Source: an optimization exercise on an open RTL-to-GDS flow (aim: small area). Production flows keep margins and buffers that such runs may drop. At most, simulation tests tie the RTL to the original design; equivalence was not proved. No activity file was given, so power comes from the tool's default toggle rates.

Design icache_intc_top, start of the top module:
module icache_intc_top (
   input  logic          clk_i,
   input  logic          rst_ni,
   input  logic [7:0]    request_i,
   input  logic [255:0]  address_i,
   output logic [7:0]    grant_o,
   output logic [7:0]    response_o,
   output logic [255:0]  read_data_o,
   output logic [15:0]   request_o,
   output logic [511:0]  address_o,
   output logic [127:0]  UID_o,
   input  logic [15:0]   grant_i,
   input  logic [511:0]  read_data_i,
   input  logic [15:0]   response_i,
   input  logic [127:0]  response_UID_i
);
==> flow/config.mk <==
export PLATFORM = sky130hd
export DESIGN_NAME = icache_intc_top
export DESIGN_NICKNAME = icache_intc_top
export VERILOG_FILES = /design/flow/design.v
export SDC_FILE = /design/flow/constraint.sdc
export NUM_CORES = 8
export LEC_CHECK = 0
export CAP_MARGIN = 20
export CELL_PAD_IN_SITES_DETAIL_PLACEMENT = 1
export CELL_PAD_IN_SITES_GLOBAL_PLACEMENT = 2
export CORE_AREA = 4 4 556 556
export DIE_AREA = 0 0 560 560
export GPL_TIMING_DRIVEN = 0
export PLACE_DENSITY = 0.3
export SLEW_MARGIN = 20
export SYNTH_HIERARCHICAL = 1
==> flow/constraint.sdc <==
create_clock -name core_clock -period 10.0 [get_ports {clk_i}]
set_input_delay 2.0000 -clock core_clock [delete_from_list [all_inputs] [get_ports {clk_i}]]
set_output_delay 2.0000 -clock core_clock [all_outputs]
set_load 0.01 [all_outputs]
standard.sh (not shown) runs the stock make flow with config.mk's settings and CLKGATE_MAP_FILE= SYNTH_SCRIPT=/design/flow/synth_recipe.tcl, a recipe that flattens the netlist after the stock synthesis.
==> flow/flow/run.sh <==
#!/bin/bash
# Layout flow: the standard ORFS flow (standard.sh), run in steps, with these changes to
# how the layout is made:
#  - the synthesis is standard.sh's, unchanged;
#  - after the floorplan (flow/fp_post.tcl), the buffers that synthesis put between tie cells
#    and constant outputs are removed (the timing-driven placement that would remove them is
#    off), and the constant outputs share one tie cell per value;
#  - port buffers are buf_1 (buffer_ports otherwise picks a 10 um^2 delay buffer).
# Each step's full output goes to a log file of its own in this folder; ORFS's own logs are
# under orfs/logs.
set -euo pipefail
HERE=$(pwd)
RES=orfs/results/$FLOW_PLATFORM/icache_intc_top/base
EXTRA=(
  "BUFFER_PORTS_ARGS=-buffer_cell sky130_fd_sc_hd__buf_1"
)

bash standard.sh synth > log_synth.log 2>&1
bash standard.sh "${EXTRA[@]}" floorplan > log_floorplan.log 2>&1

ODB=$RES/2_floorplan.odb LIB=$FLOW_HOME/platforms/sky130hd/lib/sky130_fd_sc_hd__tt_025C_1v80.lib \
  openroad -no_init -exit flow/fp_post.tcl > log_fp_post.log 2>&1

bash standard.sh "${EXTRA[@]}" "${@:-finish}" > log_finish.log 2>&1
Other scripts of this flow, unchanged in this note and not shown: flow/flow/fp_post.tcl
Then changed:
--- a/flow/flow/run.sh
+++ b/flow/flow/run.sh
@@ -7,3 +7,5 @@
 #    off), and the constant outputs share one tie cell per value;
-#  - port buffers are buf_1 (buffer_ports otherwise picks a 10 um^2 delay buffer).
+#  - port buffers are buf_1 (buffer_ports otherwise picks a 10 um^2 delay buffer);
+#  - IO pins may sit on adjacent routing tracks, except near the clock port, which is placed
+#    in the middle of the left edge (flow/clk_pin.tcl).
 # Each step's full output goes to a log file of its own in this folder; ORFS's own logs are
@@ -13,4 +15,9 @@
 RES=orfs/results/$FLOW_PLATFORM/icache_intc_top/base
+DIE_H=$(sed -n 's/^export DIE_AREA = [0-9.]* [0-9.]* [0-9.]* \([0-9.]*\).*/\1/p' config.mk)
+YMID=$(python3 -c "print(float('$DIE_H')/2)")
+EXCL=$(python3 -c "print('left:%g-%g' % ($YMID-5, $YMID+5))")
 EXTRA=(
   "BUFFER_PORTS_ARGS=-buffer_cell sky130_fd_sc_hd__buf_1"
+  "PLACE_PINS_ARGS=-min_distance 1 -min_distance_in_tracks -exclude $EXCL"
+  "PRE_IO_PLACEMENT_TCL=$HERE/flow/clk_pin.tcl"
 )
==> flow/flow/clk_pin.tcl (new file) <==
# Runs before IO placement: put the clock port in the middle of the left edge. run.sh keeps
# the other pins a few um away from it, since they may otherwise sit on the adjacent tracks.
set die [[ord::get_db_block] getDieArea]
set ymid [expr {([$die yMin] + [$die yMax]) / 2000.0}]
place_pin -pin_name clk_i -layer met3 -location [list 0.4 $ymid] -pin_size {0.8 0.3}
--- a/flow/config.mk
+++ b/flow/config.mk
@@ -10,4 +10,4 @@
 export CELL_PAD_IN_SITES_GLOBAL_PLACEMENT = 2
-export CORE_AREA = 4 4 556 556
-export DIE_AREA = 0 0 560 560
+export CORE_AREA = 4 4 516 516
+export DIE_AREA = 0 0 520 520
 export GPL_TIMING_DRIVEN = 0
After rerunning: The changed run passed the timing, DRC and antenna checks. Routed wire length fell by 22%. Total power fell by 11%. Die area fell by 14%. Synthesized cell count is unchanged. Setup slack gets better by 170 ps. Clock power fell by 12%. Final cell count fell by 5.6%. Fmax rose by 2.2%. Clock-buffer cell count is unchanged. Sequential cell count stays the same. Core utilization rose by 2.1 points.
Then changed:
--- a/flow/config.mk
+++ b/flow/config.mk
@@ -10,6 +10,6 @@
 export CELL_PAD_IN_SITES_GLOBAL_PLACEMENT = 2
-export CORE_AREA = 4 4 516 516
-export DIE_AREA = 0 0 520 520
+export CORE_AREA = 4 4 466 466
+export DIE_AREA = 0 0 470 470
 export GPL_TIMING_DRIVEN = 0
-export PLACE_DENSITY = 0.3
+export PLACE_DENSITY = 0.36
 export SLEW_MARGIN = 20
After rerunning:
- The changed run produced a clean layout
- flip-flop and latch count stays the same
- critical path depth does not change
- cell count came out lower by a few percent
- power came out lower slightly
- die area came out lower by about a fifth
- worst setup slack improved by 150 ps
- cell area came out lower slightly
- synthesized cell count is unchanged
- core utilization came out higher by 4.3 points

* * *

## build 19
Another version of the RTL of icache_intc_top (not shown whole).
Size in the first run: about 5100 cells after synthesis, roughly 1900 I/O pins, about 43000 µm² of cells after synthesis.
Design icache_intc_top, start of the top module:
module icache_intc_top (
   input  logic          clk_i,
   input  logic          rst_ni,
   input  logic [7:0]    request_i,
   input  logic [255:0]  address_i,
   output logic [7:0]    grant_o,
   output logic [7:0]    response_o,
   output logic [255:0]  read_data_o,
   output logic [15:0]   request_o,
   output logic [511:0]  address_o,
   output logic [127:0]  UID_o,
   input  logic [15:0]   grant_i,
   input  logic [511:0]  read_data_i,
   input  logic [15:0]   response_i,
   input  logic [127:0]  response_UID_i
);
   logic [15:0][7:0] r;       
   logic [15:0][7:0] win;     
   logic [15:0][2:0] flag_q;  
   for (genvar k = 0; k < 8; k++) begin : g_dec
      for (genvar j = 0; j < 16; j++) begin : g_bank
         assign r[j][k] = request_i[k] & (address_i[32*k+2 +: 4] == j);
      end
   end
   for (genvar j = 0; j < 16; j++) begin : g_req
      logic [3:0] l_req, l_sel;
      logic [1:0] m_req, m_sel;
      logic       t_sel;
      for (genvar p = 0; p < 4; p++) begin : g_leaf
         assign l_req[p] = r[j][2*p] | r[j][2*p+1];
  ...
export LEC_CHECK = 0
export CAP_MARGIN = 20
export CELL_PAD_IN_SITES_DETAIL_PLACEMENT = 0
export CELL_PAD_IN_SITES_GLOBAL_PLACEMENT = 0
export CORE_AREA = 4 4 376 376
export DIE_AREA = 0 0 380 380
export PLACE_DENSITY = 0.6
export SLEW_MARGIN = 20
export SYNTH_HIERARCHICAL = 1
create_clock -name core_clock -period 10.0 [get_ports {clk_i}]
==> flow/flow/run.sh <==
#!/bin/bash
# Standard ORFS layout, with two changes to how it is made:
#  - port buffers are buf_1 (buffer_ports otherwise picks a 10 um^2 delay buffer),
#  - IO pins may sit on adjacent routing tracks, so a smaller die still has room for all ports.
set -euo pipefail
bash standard.sh \
  "BUFFER_PORTS_ARGS=-buffer_cell sky130_fd_sc_hd__buf_1" \
  "PLACE_PINS_ARGS=-min_distance 1 -min_distance_in_tracks" \
  finish > make_finish.log 2>&1
FAIL build 19 @ global routing (5_1_grt): tool exited with error
For build 6, these inputs were changed with respect to build 19:
Settings: DIE_AREA now 0 0 300 300, was 0 0 380 380; PLACE_DENSITY now 0.7, was 0.6; CORE_AREA now 4 4 296 296, was 4 4 376 376.
Findings:
Run status, build 6: aborted in global routing (5_1_grt), error GRT-0116
Build 6 -> build 19: count of state elements after synthesis delta 0, exact match
Diff build 19..build 6 | mean cell area of the mapped netlist | unchanged
Between build 6 and build 19, the difference in share of synthesized area occupied by flip-flops and latches is negligible.
As far as instance count of the mapped netlist goes, build 6 and build 19 are indistinguishable; the numbers are identical.
Comparing build 19 with build 6, the count of boundary I/O pins came out essentially unchanged.
Build 6 -> build 19: synthesized area delta 0, exact match
Compared with build 19, in build 6 number of rows created at floorplan has decreased, placed standard-cell area -1000 µm², adder-cell share of the synthesized area saw little to no change, die width decreased by 21% relative to the old numbers.
For build 51, these inputs were changed with respect to build 6:
Settings: CORE_AREA changed from 4 4 296 296 to 4 4 336 336; PLACE_DENSITY changed from 0.7 to 0.6; DIE_AREA changed from 0 0 300 300 to 0 0 340 340.
--- outcome ---
Build 51 did not run to completion, as it errored out during global routing (5_1_grt). Lower cell row count goes to build 6 over build 51. In terms of distinct cell type count of the synthesized netlist, build 51 and build 6 differ only marginally. Comparing build 6 against build 51, there is no change at all in area of the mapped netlist. Of build 51 and build 6, the lower cell area reported after detailed placement belongs to build 6. Build 51 against build 6: last weighted congestion value of the routability-driven placer went down about 3%, cell total after placement went up about 4%, setup slack at placement went down 0.30 ns. On maximum buffer depth of the clock tree, build 51 and build 6 are neck and neck. In the metrics for build 51 and build 6, the one carrying the lower initial standard-cell utilization of the core is build 51. Number of synthesized flops with an enable pin came out exactly the same in build 51 and build 6. Sequential area share after synthesis: build 6 vs build 51 — no meaningful difference.
Inputs modified between build 51 and build 63:
Settings: PLACE_DENSITY changed from 0.6 to 0.4; DIE_AREA changed from 0 0 340 340 to 0 0 420 420; CORE_AREA changed from 4 4 336 336 to 4 4 416 416.
Findings:
None of the runs build 63 and build 51 ends with a clean layout. Build 63 did not finish; a tool error ended it in global routing (5_1_grt). For build 51, the flow was terminated by a tool error in global routing (5_1_grt) and produced no final design. Build 63 vs build 51 on pre-CTS setup slack: build 63 is the higher one. Compared with build 51, cell area reported after detailed placement in build 63 increased by a few percent. Lower height of the die goes to build 51 over build 63. Starting density of the core: build 63 < build 51.
No run of this note included a check of the RTL's function; only the layout flow was run.

* * *

icache_intc_top, a different RTL version from the one above (not shown whole).
For scale: ~5,200 cells after synthesis, about 0.041 mm2 of cells after synthesis.
==> flow/config.mk <==
export PLATFORM = sky130hd
export DESIGN_NAME = icache_intc_top
export DESIGN_NICKNAME = icache_intc_top
export VERILOG_FILES = /design/flow/design.v
export SDC_FILE = /design/flow/constraint.sdc
export NUM_CORES = 8
export LEC_CHECK = 0
export CAP_MARGIN = 20
export CELL_PAD_IN_SITES_DETAIL_PLACEMENT = 1
export CELL_PAD_IN_SITES_GLOBAL_PLACEMENT = 2
export CORE_AREA = 4 4 466 466
export DIE_AREA = 0 0 470 470
export GPL_TIMING_DRIVEN = 0
export PLACE_DENSITY = 0.36
export SLEW_MARGIN = 20
export SYNTH_HIERARCHICAL = 1
==> flow/constraint.sdc <==
create_clock -name core_clock -period 10.0 [get_ports {clk_i}]
set_input_delay 2.0000 -clock core_clock [delete_from_list [all_inputs] [get_ports {clk_i}]]
set_output_delay 2.0000 -clock core_clock [all_outputs]
set_load 0.01 [all_outputs]
==> flow/flow/run.sh <==
#!/bin/bash
# Layout flow: the standard ORFS flow (standard.sh), run in steps, with these changes to
# how the layout is made:
#  - the synthesis is standard.sh's, unchanged;
#  - after the floorplan (flow/fp_post.tcl), the buffers that synthesis put between tie cells
#    and constant outputs are removed (the timing-driven placement that would remove them is
#    off), and the constant outputs share one tie cell per value;
#  - port buffers are buf_1 (buffer_ports otherwise picks a 10 um^2 delay buffer);
#  - IO pins may sit on adjacent routing tracks, except near the clock port, which is placed
#    in the middle of the left edge (flow/clk_pin.tcl).
# Each step's full output goes to a log file of its own in this folder; ORFS's own logs are
# under orfs/logs.
set -euo pipefail
HERE=$(pwd)
RES=orfs/results/$FLOW_PLATFORM/icache_intc_top/base
DIE_H=$(sed -n 's/^export DIE_AREA = [0-9.]* [0-9.]* [0-9.]* \([0-9.]*\).*/\1/p' config.mk)
YMID=$(python3 -c "print(float('$DIE_H')/2)")
EXCL=$(python3 -c "print('left:%g-%g' % ($YMID-5, $YMID+5))")
EXTRA=(
  "BUFFER_PORTS_ARGS=-buffer_cell sky130_fd_sc_hd__buf_1"
  "PLACE_PINS_ARGS=-min_distance 1 -min_distance_in_tracks -exclude $EXCL"
  "PRE_IO_PLACEMENT_TCL=$HERE/flow/clk_pin.tcl"
)

bash standard.sh synth > log_synth.log 2>&1
bash standard.sh "${EXTRA[@]}" floorplan > log_floorplan.log 2>&1

ODB=$RES/2_floorplan.odb LIB=$FLOW_HOME/platforms/sky130hd/lib/sky130_fd_sc_hd__tt_025C_1v80.lib \
  openroad -no_init -exit flow/fp_post.tcl > log_fp_post.log 2>&1

bash standard.sh "${EXTRA[@]}" "${@:-finish}" > log_finish.log 2>&1
Other scripts of this flow, unchanged in this note and not shown: flow/flow/clk_pin.tcl, flow/flow/fp_post.tcl
Change:
--- a/flow/config.mk
+++ b/flow/config.mk
@@ -10,6 +10,6 @@
 export CELL_PAD_IN_SITES_GLOBAL_PLACEMENT = 2
-export CORE_AREA = 4 4 466 466
-export DIE_AREA = 0 0 470 470
+export CORE_AREA = 4 4 516 516
+export DIE_AREA = 0 0 520 520
 export GPL_TIMING_DRIVEN = 0
-export PLACE_DENSITY = 0.36
+export PLACE_DENSITY = 0.3
 export SLEW_MARGIN = 20
Result: Wire length came out higher by 4.8%. Synthesized cell count stays the same. Global-route usage came out lower by 7.0 points. Count of clock-buffer cells in the layout is unchanged. Hold slack stays flat. First-iteration DRC count came out lower by 8.5%. Fmax came out lower by 0.49%. Utilization came out lower by 4.1 points.

## static timing again, ports no longer ideal
Ports are ideal in the flow. The routed layouts listed here were re-timed in OpenROAD. Step 1, drivers: a clkbuf_16 drives clk_i and a buf_2 each remaining input, both assumed. Step 2 moves the port delays by t, midway between the first and last clock arrival at a register: inputs arrive t later, outputs are due t later. That takes back most of the time a late clock gives input paths. Slacks: ideal / step 1 / step 2; pairs: ideal / step 1.
run	t, ns	slack for setup (ns)	worst data-port slew with drivers (ns)
the first run of note 1	0.404	2.131 / 2.079 / 2.079	0.60
the second run of note 1	0.406	2.302 / 2.274 / 2.274	0.42
the third run of note 1	0.401	2.456 / 2.424 / 2.424	0.46
the first run of note 3	0.371	1.791 / 1.754 / 1.754	0.34
the second run of note 3	0.377	1.751 / 1.717 / 1.717	0.33
After both steps every run listed still meets setup and hold. For the first run of note 1, which loses most, drivers alone change the setup slack by -0.052 ns; drivers and shift together by -0.052 ns.
